Background: an optimization exercise with open tools, aiming at small area, a short achievable clock period and few clock cycles per item. Do not read the settings as production practice. Where RTL was checked, it was by simulation tests only, not by an equivalence proof against the original.

==> wip/raven <==
==> flow/design.v (excerpt) <==
module v_tile #(
    parameter width = 16,
    parameter num_inputs = 4,
    parameter num_regs = 16,
    parameter total_inputs = num_inputs + num_inputs
) (
    input wire clk,
    input wire reset,
    input wire on_off,
    input wire write_en1,
    output wire write_rdy1,
    input wire [num_inputs*width-1:0] w_data_in1,
    output wire write_ack1,
    input wire write_en2,
    output wire write_rdy2,
    input wire [num_inputs*width-1:0] w_data_in2,
    output wire write_ack2,
    input wire write_en3,
    output wire write_rdy3,
    input wire [width-1:0] w_data_in3,
    output wire write_ack3,
    output wire [num_inputs*width-1:0] adder_outputs,
    output wire [3:0] dest_info,
    output wire adder_ack
);
==> module v_tile, before the edit <==
module v_tile #(
    parameter width = 16,
    parameter num_inputs = 4,
    parameter num_regs = 16,
    parameter total_inputs = num_inputs + num_inputs
) (
    input wire clk,
    input wire reset,
    input wire on_off,
    input wire write_en1,
    output wire write_rdy1,
    input wire [num_inputs*width-1:0] w_data_in1,
    output wire write_ack1,
    input wire write_en2,
    output wire write_rdy2,
    input wire [num_inputs*width-1:0] w_data_in2,
    output wire write_ack2,
    input wire write_en3,
    output wire write_rdy3,
    input wire [width-1:0] w_data_in3,
    output wire write_ack3,
    output wire [num_inputs*width-1:0] adder_outputs,
    output wire [3:0] dest_info,
    output wire adder_ack
);
    reg        val1, val2, val3;   
    reg        rdy1, rdy2, rdy3;
    reg [31:1] blk_carry;          
    always @(posedge clk) begin
        val1 <= ~reset & (val1 | (write_en1 & ~on_off));
        val2 <= ~reset & (val2 | (write_en2 & ~on_off));
        val3 <= ~reset & (val3 | (write_en3 & ~on_off));
        rdy1 <= reset | (~on_off & ~write_en1);
        rdy2 <= reset | (~on_off & ~write_en2);
        rdy3 <= reset | (~on_off & ~write_en3);
    end
    assign write_rdy1 = rdy1;
    assign write_rdy2 = rdy2;
    assign write_rdy3 = rdy3;
    assign write_ack1 = write_en1 & ~rdy1;
    assign write_ack2 = write_en2 & ~rdy2;
    assign write_ack3 = write_en3 & ~rdy3;
    wire [63:0] ca = w_data_in1 & {64{val1}};
    wire [63:0] cb = w_data_in2 & {64{val2}};
    wire [5:0]  cc = w_data_in3[5:0] & {6{val3}};
    wire [66:0] sx = {ca[63:48], cc[0], ca[47:32], cc[1], ca[31:16], cc[0], ca[15:0]};
    wire [66:0] sy = {cb[63:48], 1'b0,  cb[47:32], 1'b0,  cb[31:16], 1'b0,  cb[15:0]};
    wire [66:0] ss = sx + sy;
    wire [66:0] sc = ss ^ sx ^ sy;   
    integer i;
    always @(posedge clk) begin
        for (i = 1; i < 32; i = i + 1)
            blk_carry[i] <= ~reset & sc[2*i + i/8];
    end
    wire [31:0] cin = {blk_carry, 1'b0};
    wire [63:0] p = ca ^ cb;
    wire [63:0] g = ca & cb;
    genvar k;
    generate
        for (k = 0; k < 32; k = k + 1) begin : blk
            assign adder_outputs[2*k]     = p[2*k] ^ cin[k];
            assign adder_outputs[2*k + 1] = p[2*k + 1] ^ (g[2*k] | (p[2*k] & cin[k]));
        end
    endgenerate
    wire fu_on = on_off & ~(write_en1 | write_en2 | write_en3);
    assign dest_info = {4{fu_on}} & cc[5:2];
    assign adder_ack = fu_on & ~(cc[1] & ~cc[0]);
endmodule
==> flow/config.mk <==
export PLATFORM = sky130hd
export DESIGN_NAME = v_tile
export DESIGN_NICKNAME = v_tile
export VERILOG_FILES = /design/flow/design.v
export SDC_FILE = /design/flow/constraint.sdc
export NUM_CORES = 4
export LEC_CHECK = 0
export CAP_MARGIN = 20
export CORE_MARGIN = 2
export CORE_UTILIZATION = 40
export SLEW_MARGIN = 20
==> flow/constraint.sdc <==
create_clock -name core_clock -period 4.5 [get_ports {clk}]
set_input_delay 0.9000 -clock core_clock [delete_from_list [all_inputs] [get_ports {clk}]]
set_output_delay 0.9000 -clock core_clock [all_outputs]
set_load 0.01 [all_outputs]
standard.sh (not shown) runs the stock make flow with config.mk's settings and CLKGATE_MAP_FILE= SYNTH_SCRIPT=/design/flow/synth_recipe.tcl, a recipe that flattens the netlist after the stock synthesis.
==> flow/flow/run.sh <==
#!/bin/bash
# The standard layout, with the ports buffered by the smallest buffer instead
# of the delay cell buffer_ports picks on its own, and without the full and
# half adder cells (ABC maps the adders to plain gates).
bash standard.sh "BUFFER_PORTS_ARGS=-buffer_cell sky130_fd_sc_hd__buf_1" ADDER_MAP_FILE= finish > standard.log 2>&1
==> inputs of wip/yarrow, as changes to wip/raven <==
==> flow/design.v (replaced) <==
`timescale 1ns/1ps
module v_tile #(
    parameter width = 16,
    parameter num_inputs = 4,
    parameter num_regs = 16,
    parameter total_inputs = num_inputs + num_inputs
) (
    input wire clk,
    input wire reset,
    input wire on_off,
    input wire write_en1,
    output wire write_rdy1,
    input wire [num_inputs*width-1:0] w_data_in1,
    output wire write_ack1,
    input wire write_en2,
    output wire write_rdy2,
    input wire [num_inputs*width-1:0] w_data_in2,
    output wire write_ack2,
    input wire write_en3,
    output wire write_rdy3,
    input wire [width-1:0] w_data_in3,
    output wire write_ack3,
    output wire [num_inputs*width-1:0] adder_outputs,
    output wire [3:0] dest_info,
    output wire adder_ack
);
    reg        val1, val2, val3;   
    reg        rdy1, rdy2, rdy3;
    reg [7:1]  blk_carry;          
    reg [31:0] grp_carry;          
    wire val3_nx = ~reset & (val3 | (write_en3 & ~on_off));
    always @(posedge clk) begin
        val1 <= ~reset & (val1 | (write_en1 & ~on_off));
        val2 <= ~reset & (val2 | (write_en2 & ~on_off));
        val3 <= val3_nx;
        rdy1 <= reset | (~on_off & ~write_en1);
        rdy2 <= reset | (~on_off & ~write_en2);
        rdy3 <= reset | (~on_off & ~write_en3);
    end
    assign write_rdy1 = rdy1;
    assign write_rdy2 = rdy2;
    assign write_rdy3 = rdy3;
    assign write_ack1 = write_en1 & ~rdy1;
    assign write_ack2 = write_en2 & ~rdy2;
    assign write_ack3 = write_en3 & ~rdy3;
    wire val12 = val1 & val2;
    wire [63:0] rg = w_data_in1 & w_data_in2;
    wire [63:0] rt = w_data_in1 | w_data_in2;
    reg [31:0] g2, t2;
    integer k;
    always @* begin
        for (k = 0; k < 32; k = k + 1) begin
            g2[k] = rg[2*k + 1] | (rt[2*k + 1] & rg[2*k]);
            t2[k] = rt[2*k + 1] & rt[2*k];
        end
    end
    wire [1:0] mode_nx = w_data_in3[1:0] & {2{val3_nx}};
    reg [7:0] g8, t8;
    integer b;
    always @* begin
        for (b = 0; b < 8; b = b + 1) begin
            g8[b] = g2[4*b + 3] | (t2[4*b + 3] & (g2[4*b + 2] | (t2[4*b + 2] & (g2[4*b + 1] | (t2[4*b + 1] & g2[4*b])))));
            t8[b] = &t2[4*b +: 4];
        end
        g8[1] = g8[1] & mode_nx[0];
        t8[1] = t8[1] & mode_nx[0];
        g8[3] = g8[3] & mode_nx[1];
        t8[3] = t8[3] & mode_nx[1];
        g8[5] = g8[5] & mode_nx[0];
        t8[5] = t8[5] & mode_nx[0];
    end
    reg [7:0] pg, pt;
    integer lv;
    always @* begin
        pg = g8;
        pt = t8;
        for (lv = 1; lv < 8; lv = lv * 2)
            for (k = 0; k < 8; k = k + 1)
                if (k & lv) begin
                    pg[k] = pg[k] | (pt[k] & pg[(k & ~(lv - 1)) - 1]);
                    pt[k] = pt[k] & pt[(k & ~(lv - 1)) - 1];
                end
    end
    reg [31:0] gc;
    always @* begin
        for (k = 0; k < 32; k = k + 1)
            if (k % 4 == 0)
                gc[k] = (k == 0) ? 1'b0 : blk_carry[k / 4];
            else
                gc[k] = g2[k - 1] | (t2[k - 1] & gc[k - 1]);
    end
    always @(posedge clk) begin
        blk_carry <= ~{7{reset}} & pg[6:0];
        for (k = 0; k < 32; k = k + 1)
            grp_carry[k] <= (k % 4 != 0) & ~reset & val12 & gc[k];
    end
    wire [63:0] ca = w_data_in1 & {64{val1}};
    wire [63:0] cb = w_data_in2 & {64{val2}};
    wire [5:0]  cc = w_data_in3[5:0] & {6{val3}};
    wire [63:0] p = ca ^ cb;
    reg [63:0] c;
    always @* begin
        for (k = 0; k < 32; k = k + 1) begin
            if (k % 4 == 0)
                c[2*k] = (k == 0) ? 1'b0 : (val12 & blk_carry[k / 4]);
            else
                c[2*k] = grp_carry[k];
            c[2*k + 1] = (val12 & rg[2*k]) | (rt[2*k] & c[2*k]);
        end
    end
    assign adder_outputs = p ^ c;
    wire fu_on = on_off & ~(write_en1 | write_en2 | write_en3);
    assign dest_info = {4{fu_on}} & cc[5:2];
    assign adder_ack = fu_on & ~(cc[1] & ~cc[0]);
endmodule
==> flow/flow/run.sh (replaced) <==
#!/bin/bash
# The standard layout, except: the ports are buffered by the smallest buffer
# instead of the delay cell buffer_ports picks on its own; the adders are
# mapped by ABC's area script to plain gates (no full/half adder cells); and
# timing repair aims for setup slack beyond the clock period's.
bash standard.sh "BUFFER_PORTS_ARGS=-buffer_cell sky130_fd_sc_hd__buf_1" ADDER_MAP_FILE= ABC_AREA=1 SETUP_SLACK_MARGIN=1.8 finish > standard.log 2>&1
==> inputs of wip/onyx, as changes to wip/raven <==
--- a/flow/design.v
+++ b/flow/design.v
@@ -27,9 +27,12 @@
     reg        val1, val2, val3;   
     reg        rdy1, rdy2, rdy3;
-    reg [31:1] blk_carry;          
+    reg [15:1] blk_carry;          
+    wire val1_nx = ~reset & (val1 | (write_en1 & ~on_off));
+    wire val2_nx = ~reset & (val2 | (write_en2 & ~on_off));
+    wire val3_nx = ~reset & (val3 | (write_en3 & ~on_off));
     always @(posedge clk) begin
-        val1 <= ~reset & (val1 | (write_en1 & ~on_off));
-        val2 <= ~reset & (val2 | (write_en2 & ~on_off));
-        val3 <= ~reset & (val3 | (write_en3 & ~on_off));
+        val1 <= val1_nx;
+        val2 <= val2_nx;
+        val3 <= val3_nx;
         rdy1 <= reset | (~on_off & ~write_en1);
         rdy2 <= reset | (~on_off & ~write_en2);
@@ -51,15 +54,12 @@
     integer i;
     always @(posedge clk) begin
-        for (i = 1; i < 32; i = i + 1)
-            blk_carry[i] <= ~reset & sc[2*i + i/8];
+        for (i = 1; i < 16; i = i + 1)
+            blk_carry[i] <= ~reset & sc[4*i + i/4];
     end
-    wire [31:0] cin = {blk_carry, 1'b0};
-    wire [63:0] p = ca ^ cb;
-    wire [63:0] g = ca & cb;
-    genvar k;
+    wire [15:0] cin = {blk_carry, 1'b0};
+    genvar g;
     generate
-        for (k = 0; k < 32; k = k + 1) begin : blk
-            assign adder_outputs[2*k]     = p[2*k] ^ cin[k];
-            assign adder_outputs[2*k + 1] = p[2*k + 1] ^ (g[2*k] | (p[2*k] & cin[k]));
+        for (g = 0; g < 16; g = g + 1) begin : blk
+            assign adder_outputs[4*g +: 4] = ca[4*g +: 4] + cb[4*g +: 4] + {3'b000, cin[g]};
         end
     endgenerate
==> flow/flow/run.sh (replaced) <==
#!/bin/bash
# The standard layout, with the ports buffered by the smallest buffer instead
# of the delay cell buffer_ports picks on its own, and timing repair aiming
# for setup slack beyond the clock period's.
bash standard.sh "BUFFER_PORTS_ARGS=-buffer_cell sky130_fd_sc_hd__buf_1" SETUP_SLACK_MARGIN=2.0 finish > standard.log 2>&1
==> results_dict.tcl <==
set metrics [dict create \
    fillCellCount 1228 \
    layout-area-overhead-vs-synth_pct 27.5 \
    placed_area_um2 5270 \
    switching_power_w 0.000425 \
    nonClkBufAreaFrac_pct 17.7 \
    cts-buffers-inserted 5 \
    yosysSeqAreaShare_pct 17.0 \
    synth_top_family_by_area "simple AND/OR/NAND/NOR gates" \
    std_cell_rows 38 \
    post_cts_buffers 0 \
    status "no timing/DRC/antenna violations" \
    reg2reg_from "val1" \
    placed_cells 1087 \
    slew_headroom_pct 43.9 \
    root_buffer "clkbuf_8" \
    ctsResizeCount 9 \
    viasPerCell 4.82 \
    clock_net_power_w 0.000245 \
    use_met3_pct 3.44 \
]
-- figures above: wip/yarrow

==> results_dict.tcl <==
set metrics [dict create \
    reg2reg_from "val1" \
    status "no timing/DRC/antenna violations" \
    viasPerCell 5.78 \
    clock_net_power_w 0.000375 \
    nonClkBufAreaFrac_pct 10.2 \
    cts-buffers-inserted 5 \
    whs_path_depth 2 \
    placed_area_um2 8650 \
    post_cts_buffers 0 \
    synth_top_family_by_area "simple AND/OR/NAND/NOR gates" \
    finalWorstSetupSlack_ns 1.05 \
    root_buffer "clkbuf_16" \
    std_cell_rows 51 \
    layout-area-overhead-vs-synth_pct 10.9 \
    ctsResizeCount 0 \
    layout_common_cells "buf_1 (213), nand2_1 (210), o21ai_0 (150), xnor2_1 (81), nor4bb_1 (76)" \
    fillCellCount 2106 \
    switching_power_w 0.000576 \
    use_met3_pct 2.76 \
    placed_cells 1602 \
]
-- figures above: wip/raven

==> results_dict.tcl <==
set metrics [dict create \
    status "no timing/DRC/antenna violations" \
    yosysSeqAreaShare_pct 8.43 \
    viasPerCell 5.08 \
    root_buffer "clkbuf_16" \
    wl_per_cell_um 15.9 \
    cts-buffers-inserted 3 \
    switching_power_w 0.000461 \
    layout-area-overhead-vs-synth_pct 73.7 \
    reg2reg_from "val2" \
    fillCellCount 966 \
    post_cts_buffers 63 \
    wl_met2_um 9630 \
    clock_net_power_w 0.000202 \
    p_int_w 0.000718 \
    slew_headroom_pct 64.0 \
    placed_cells 1018 \
    synth_top_family_by_area "adder cells" \
]
-- figures above: wip/onyx

The RTL of wip/raven and wip/onyx was laid out without a check of its function.

==> what the ideal ports hide <==
In the flow no input, the clock included, has a driving cell. The finished layouts below were timed again as built, in two steps. Step 1 sets driving cells, clkbuf_16 on the clock port and buf_2 on the other inputs (assumed; they add their load-dependent delay and slew). Step 2 moves the port delays by t, midway between the first and last clock arrival at a register: inputs arrive t later, outputs are due t later. That takes back most of the time a late clock gives input paths. Slacks: ideal / step 1 / step 2; pairs: ideal / step 1.
| run | shift t [ns] | setup slack, ns | hold slack, ns | slew at the worst register clock pin (ns) | cell pins on the clock port's net |
|---|---|---|---|---|---|
| wip/raven | 0.343 | 1.055 / 1.012 / 0.789 | 0.644 / 0.644 / 0.644 | 0.07 / 0.07 | 1 |
| wip/yarrow | 0.321 | 1.881 / 1.842 / 1.842 | 0.533 / 0.533 / 0.533 | 0.08 / 0.08 | 1 |
| wip/onyx | 0.296 | 1.391 / 1.363 / 1.204 | 0.738 / 0.738 / 0.738 | 0.07 / 0.07 | 1 |
After both steps setup and hold are still met in every run listed. For wip/raven, which loses most, drivers alone change the setup slack by -0.043 ns; drivers and shift together by -0.266 ns.
